What follows belongs to an exercise in optimizing a design on an open flow for small area, a short achievable clock period and few clock cycles; a production flow would make more cautious choices. RTL that was checked went through simulation tests only; none was proved equivalent to the original.

==> module HT_TOP, before the edit <==
module HT_TOP(
    clk,
    rst_n,
    in_valid,
    in_weight,
    out_mode,
    out_valid,
    out_code
);
input clk, rst_n, in_valid, out_mode;
input [2:0] in_weight;
output reg out_valid, out_code;
reg        merge, sending;
reg  [2:0] cnt;
reg  [2:0] cur;
reg        mode;
reg  [4:0] lw [0:6];
reg  [2:0] lw7;       
reg        fill7;     
reg  [2:0] ptr [0:4];
reg  [7:0] code [0:4];
integer j, t;
function lt5;
    input [4:0] a, nb;
    integer k;
    reg c;
    begin
        c = 1'b1;
        for (k = 0; k < 5; k = k + 1)
            c = (a[k] & nb[k]) | (a[k] & c) | (nb[k] & c);
        lt5 = ~c;
    end
endfunction
wire [4:0] sum = lw[0] + lw[1];
wire [4:0] val = merge ? sum : {2'b00, in_weight};
wire [7:0] gt;
genvar v;
generate for (v = 0; v < 8; v = v + 1) begin : G
    assign gt[v] = (in_weight > v);
end endgenerate
wire cur_mode = (cnt == 3'd0) ? out_mode : mode;
reg  [9:0] lt;
reg  [4:0] lwx [0:9];
always @(*) begin
    for (j = 0; j < 7; j = j + 1) lwx[j] = lw[j];
    lwx[7] = {fill7, fill7, lw7 | {3{fill7}}};
    lwx[8] = 5'd31;
    lwx[9] = 5'd31;
    lt[8] = 1'b0;
    lt[9] = 1'b0;
    for (j = 0; j < 8; j = j + 1)
        lt[j] = merge ? lt5(lwx[j], ~sum) : (gt[lwx[j][2:0]] | (cnt < 8 - j));
    if (merge) lt[1] = 1'b1;
end
reg [2:0] ins;
always @(*) begin
    ins = 3'd0;
    for (j = 0; j < 8; j = j + 1)
        if (merge) begin
            if (lt[j+1] & !lt[j+2]) ins = j;
        end else begin
            if (lt[j] & !lt[j+1]) ins = j;
        end
end
reg [2:0] leaf [0:4];
always @(*) begin
    leaf[0] = 3'd4;                    
    leaf[1] = cur_mode ? 3'd2 : 3'd5;      
    leaf[2] = cur_mode ? 3'd5 : 3'd6;      
    leaf[3] = cur_mode ? 3'd0 : 3'd7;      
    leaf[4] = cur_mode ? 3'd1 : 3'd3;      
end
wire first = merge & (cnt == 3'd5);    
wire root = merge & (cnt == 3'd6);
wire empty = (code[0][6:0] == 7'd1);
wire [7:0] src = empty ? code[1] : {1'b0, code[0][6:0]};
wire fin = (src[7:1] == 7'd1) & ((cur + {2'b00, empty}) == 3'd4);
always @(posedge clk) begin
    if (in_valid & (cnt == 3'd0)) mode <= out_mode;
    if (root) cur <= 3'd0;
    else if (sending) cur <= cur + {2'b00, empty};
    for (j = 0; j < 7; j = j + 1)
        if (merge | lt[j])
            lw[j] <= ({5{merge & lt[j+2]}} & lwx[j+2])
                   | ({5{merge ? (lt[j+1] & ~lt[j+2]) : (lt[j] & ~lt[j+1])}} & val)
                   | ({5{merge ^ lt[j+1]}} & lwx[j+1]);
    fill7 <= merge;
    if (!merge & lt[7]) lw7 <= in_weight;
    for (t = 0; t < 5; t = t + 1)
        if (merge ? (ptr[t][2:1] == 2'b00) : (leaf[t] == cnt))
            ptr[t] <= ins;
        else
            ptr[t] <= lt[ptr[t]] ? (ptr[t] - {merge, !merge}) : (ptr[t] - {2'b00, merge});
    for (t = 0; t < 5; t = t + 1)
        if (in_valid)
            code[t] <= {code[t][6:0], cnt == 3'd7};
        else if (merge & (ptr[t][2:1] == 2'b00) & !(root & ((t == 0) | ((t == 1) & empty))))
            code[t] <= {code[t][6:0], ~ptr[t][0]};
    if (sending | (root & !empty))
        code[0] <= {1'b0, src[7:1]};
    if (sending) begin
        if (empty) begin
            code[1] <= code[2];
            code[2] <= code[3];
            code[3] <= code[4];
        end
    end
end
always @(posedge clk or negedge rst_n) begin
    if (!rst_n) begin
        merge <= 1'b0;
        sending <= 1'b0;
        cnt <= 3'd0;
        out_valid <= 1'b0;
        out_code <= 1'b0;
    end else begin
        if (in_valid) begin
            cnt <= cnt + 3'd1;
            if (cnt == 3'd7) merge <= 1'b1;
        end else if (merge) begin
            cnt <= cnt + 3'd1;
            if (first) begin
                out_valid <= 1'b1;
                out_code <= lt[2] ^ (ptr[0][2:1] == 2'b00);
            end
            if (root) begin
                merge <= 1'b0;
                sending <= 1'b1;
                out_code <= empty ? ~ptr[1][0] : code[0][0];
                cnt <= 3'd0;
            end
        end else if (sending) begin
            out_code <= src[0];
            if (fin) sending <= 1'b0;
        end else begin
            out_valid <= 1'b0;
            out_code <= 1'b0;
        end
    end
end
endmodule
clock: 17.0 ns
lec_check: 0
cap_margin: 20
core_margin: 2
core_utilization: 40
cts_buf_list: sky130_fd_sc_hd__clkbuf_8
slew_margin: 20
standard.sh (not shown) runs the stock make flow with config.mk's settings and CLKGATE_MAP_FILE= SYNTH_SCRIPT=/design/flow/synth_recipe.tcl, a recipe that flattens the netlist after the stock synthesis.
==> flow/flow/run.sh <==
#!/bin/bash
# Layout with ORFS's own scripts. Two changes from the standard layout:
#  - synthesis is the standard one except that ABC maps the logic for area
#    (flip-flops are mapped before ABC, so registers are unchanged);
#  - repair_timing aims for a larger setup margin (MARGIN ns) than the
#    standard flow settings allow. Constraints are unchanged.
set -euo pipefail
MARGIN=${MARGIN:-12.6}
HERE=$(pwd)
printf 'strash\ndch\nmap -a\nstrash\ndch\nmap -a\n' > "$HERE/area.abc"
cat > "$HERE/area_synth.tcl" <<'TCL'
proc abc {args} {
  set i [lsearch -exact $args -script]
  if {$i >= 0} {
    set args [lreplace $args [expr {$i + 1}] [expr {$i + 1}] $::env(AREA_ABC_SCRIPT)]
  }
  yosys abc {*}$args
}
TCL
cat synth_recipe.tcl >> "$HERE/area_synth.tcl"
export AREA_ABC_SCRIPT="$HERE/area.abc"
bash standard.sh SYNTH_SCRIPT="$HERE/area_synth.tcl" SETUP_SLACK_MARGIN="$MARGIN" finish > standard_flow.log 2>&1
The first run went through all stages and came out clean.
Next try:
--- a/flow/design.v
+++ b/flow/design.v
@@ -250,12 +250,13 @@
 );
 input clk, rst_n, in_valid, out_mode;
 input [2:0] in_weight;
 output reg out_valid, out_code;
-reg        merge, sending;
+reg        vr, merge, sending;
 reg  [2:0] cnt;
 reg  [2:0] cur;
 reg        mode;
+reg  [2:0] xr;
 reg  [4:0] lw [0:6];
 reg  [2:0] lw7;       
 reg        fill7;     
 reg  [2:0] ptr [0:4];
@@ -272,15 +273,9 @@
         lt5 = ~c;
     end
 endfunction
 wire [4:0] sum = lw[0] + lw[1];
-wire [4:0] val = merge ? sum : {2'b00, in_weight};
-wire [7:0] gt;
-genvar v;
-generate for (v = 0; v < 8; v = v + 1) begin : G
-    assign gt[v] = (in_weight > v);
-end endgenerate
-wire cur_mode = (cnt == 3'd0) ? out_mode : mode;
+wire [4:0] val = merge ? sum : {2'b00, xr};
 reg  [9:0] lt;
 reg  [4:0] lwx [0:9];
 always @(*) begin
     for (j = 0; j < 7; j = j + 1) lwx[j] = lw[j];
@@ -289,9 +284,9 @@
     lwx[9] = 5'd31;
     lt[8] = 1'b0;
     lt[9] = 1'b0;
     for (j = 0; j < 8; j = j + 1)
-        lt[j] = merge ? lt5(lwx[j], ~sum) : (gt[lwx[j][2:0]] | (cnt < 8 - j));
+        lt[j] = lt5(lwx[j], ~val) | (!merge & (cnt < 8 - j));
     if (merge) lt[1] = 1'b1;
 end
 reg [2:0] ins;
 always @(*) begin
@@ -305,36 +300,37 @@
 end
 reg [2:0] leaf [0:4];
 always @(*) begin
     leaf[0] = 3'd4;                    
-    leaf[1] = cur_mode ? 3'd2 : 3'd5;      
-    leaf[2] = cur_mode ? 3'd5 : 3'd6;      
-    leaf[3] = cur_mode ? 3'd0 : 3'd7;      
-    leaf[4] = cur_mode ? 3'd1 : 3'd3;      
+    leaf[1] = mode ? 3'd2 : 3'd5;      
+    leaf[2] = mode ? 3'd5 : 3'd6;      
+    leaf[3] = mode ? 3'd0 : 3'd7;      
+    leaf[4] = mode ? 3'd1 : 3'd3;      
 end
 wire first = merge & (cnt == 3'd5);    
 wire root = merge & (cnt == 3'd6);
 wire empty = (code[0][6:0] == 7'd1);
 wire [7:0] src = empty ? code[1] : {1'b0, code[0][6:0]};
 wire fin = (src[7:1] == 7'd1) & ((cur + {2'b00, empty}) == 3'd4);
 always @(posedge clk) begin
-    if (in_valid & (cnt == 3'd0)) mode <= out_mode;
+    if (in_valid & !vr) mode <= out_mode;
     if (root) cur <= 3'd0;
     else if (sending) cur <= cur + {2'b00, empty};
+    xr <= in_weight;
     for (j = 0; j < 7; j = j + 1)
         if (merge | lt[j])
             lw[j] <= ({5{merge & lt[j+2]}} & lwx[j+2])
                    | ({5{merge ? (lt[j+1] & ~lt[j+2]) : (lt[j] & ~lt[j+1])}} & val)
                    | ({5{merge ^ lt[j+1]}} & lwx[j+1]);
     fill7 <= merge;
-    if (!merge & lt[7]) lw7 <= in_weight;
+    if (!merge & lt[7]) lw7 <= xr;
     for (t = 0; t < 5; t = t + 1)
         if (merge ? (ptr[t][2:1] == 2'b00) : (leaf[t] == cnt))
             ptr[t] <= ins;
         else
             ptr[t] <= lt[ptr[t]] ? (ptr[t] - {merge, !merge}) : (ptr[t] - {2'b00, merge});
     for (t = 0; t < 5; t = t + 1)
-        if (in_valid)
+        if (vr)
             code[t] <= {code[t][6:0], cnt == 3'd7};
         else if (merge & (ptr[t][2:1] == 2'b00) & !(root & ((t == 0) | ((t == 1) & empty))))
             code[t] <= {code[t][6:0], ~ptr[t][0]};
     if (sending | (root & !empty))
@@ -348,15 +344,17 @@
     end
 end
 always @(posedge clk or negedge rst_n) begin
     if (!rst_n) begin
+        vr <= 1'b0;
         merge <= 1'b0;
         sending <= 1'b0;
         cnt <= 3'd0;
         out_valid <= 1'b0;
         out_code <= 1'b0;
     end else begin
-        if (in_valid) begin
+        vr <= in_valid;
+        if (vr) begin
             cnt <= cnt + 3'd1;
             if (cnt == 3'd7) merge <= 1'b1;
         end else if (merge) begin
             cnt <= cnt + 3'd1;
After rerunning: The new run went through all stages and came out clean. Critical path depth went down by 15. Global-route usage went down by 2.5 points. Clock-buffer cell count does not change. Worst hold slack improves by 0.0069 ns. Fmax went up by a quarter to a third.
Testbench counts after the change, summed over its fixed seeds: cycles 31,181.
Function not checked in the first run of this note: the RTL went through the layout flow alone.

==> static timing again, ports no longer ideal <==
How much do the figures lean on ideal ports? The routed layouts below were timed once more, with nothing changed but the port constraints. Step 1 sets driving cells, clkbuf_16 on the clock port and buf_2 on the other inputs (assumed; they add their load-dependent delay and slew). Step 2 adds t to the input delays and takes it off the output delays; t is the mean of the earliest and latest rising clock arrival at the registers after step 1. Input paths then give back, and output paths get back, about the clock's delay inside the block. a / b / c = no drivers / after step 1 / after step 2; a / b = the first two.
run | t, ns | setup WS [ns] | worst hold slack (ns) | worst data-port slew with drivers (ns) | cell pins on the clock port's net
the first run | 0.438 | 11.264 / 11.236 / 10.799 | 0.453 / 0.453 / 0.453 | 0.08 | 1
the second run | 0.437 | 12.666 / 12.627 / 12.612 | 0.460 / 0.460 / 0.460 | 0.03 | 1
After both steps every run listed still meets setup and hold. For the first run, which loses most, drivers alone change the setup slack by -0.028 ns; drivers and shift together by -0.465 ns.
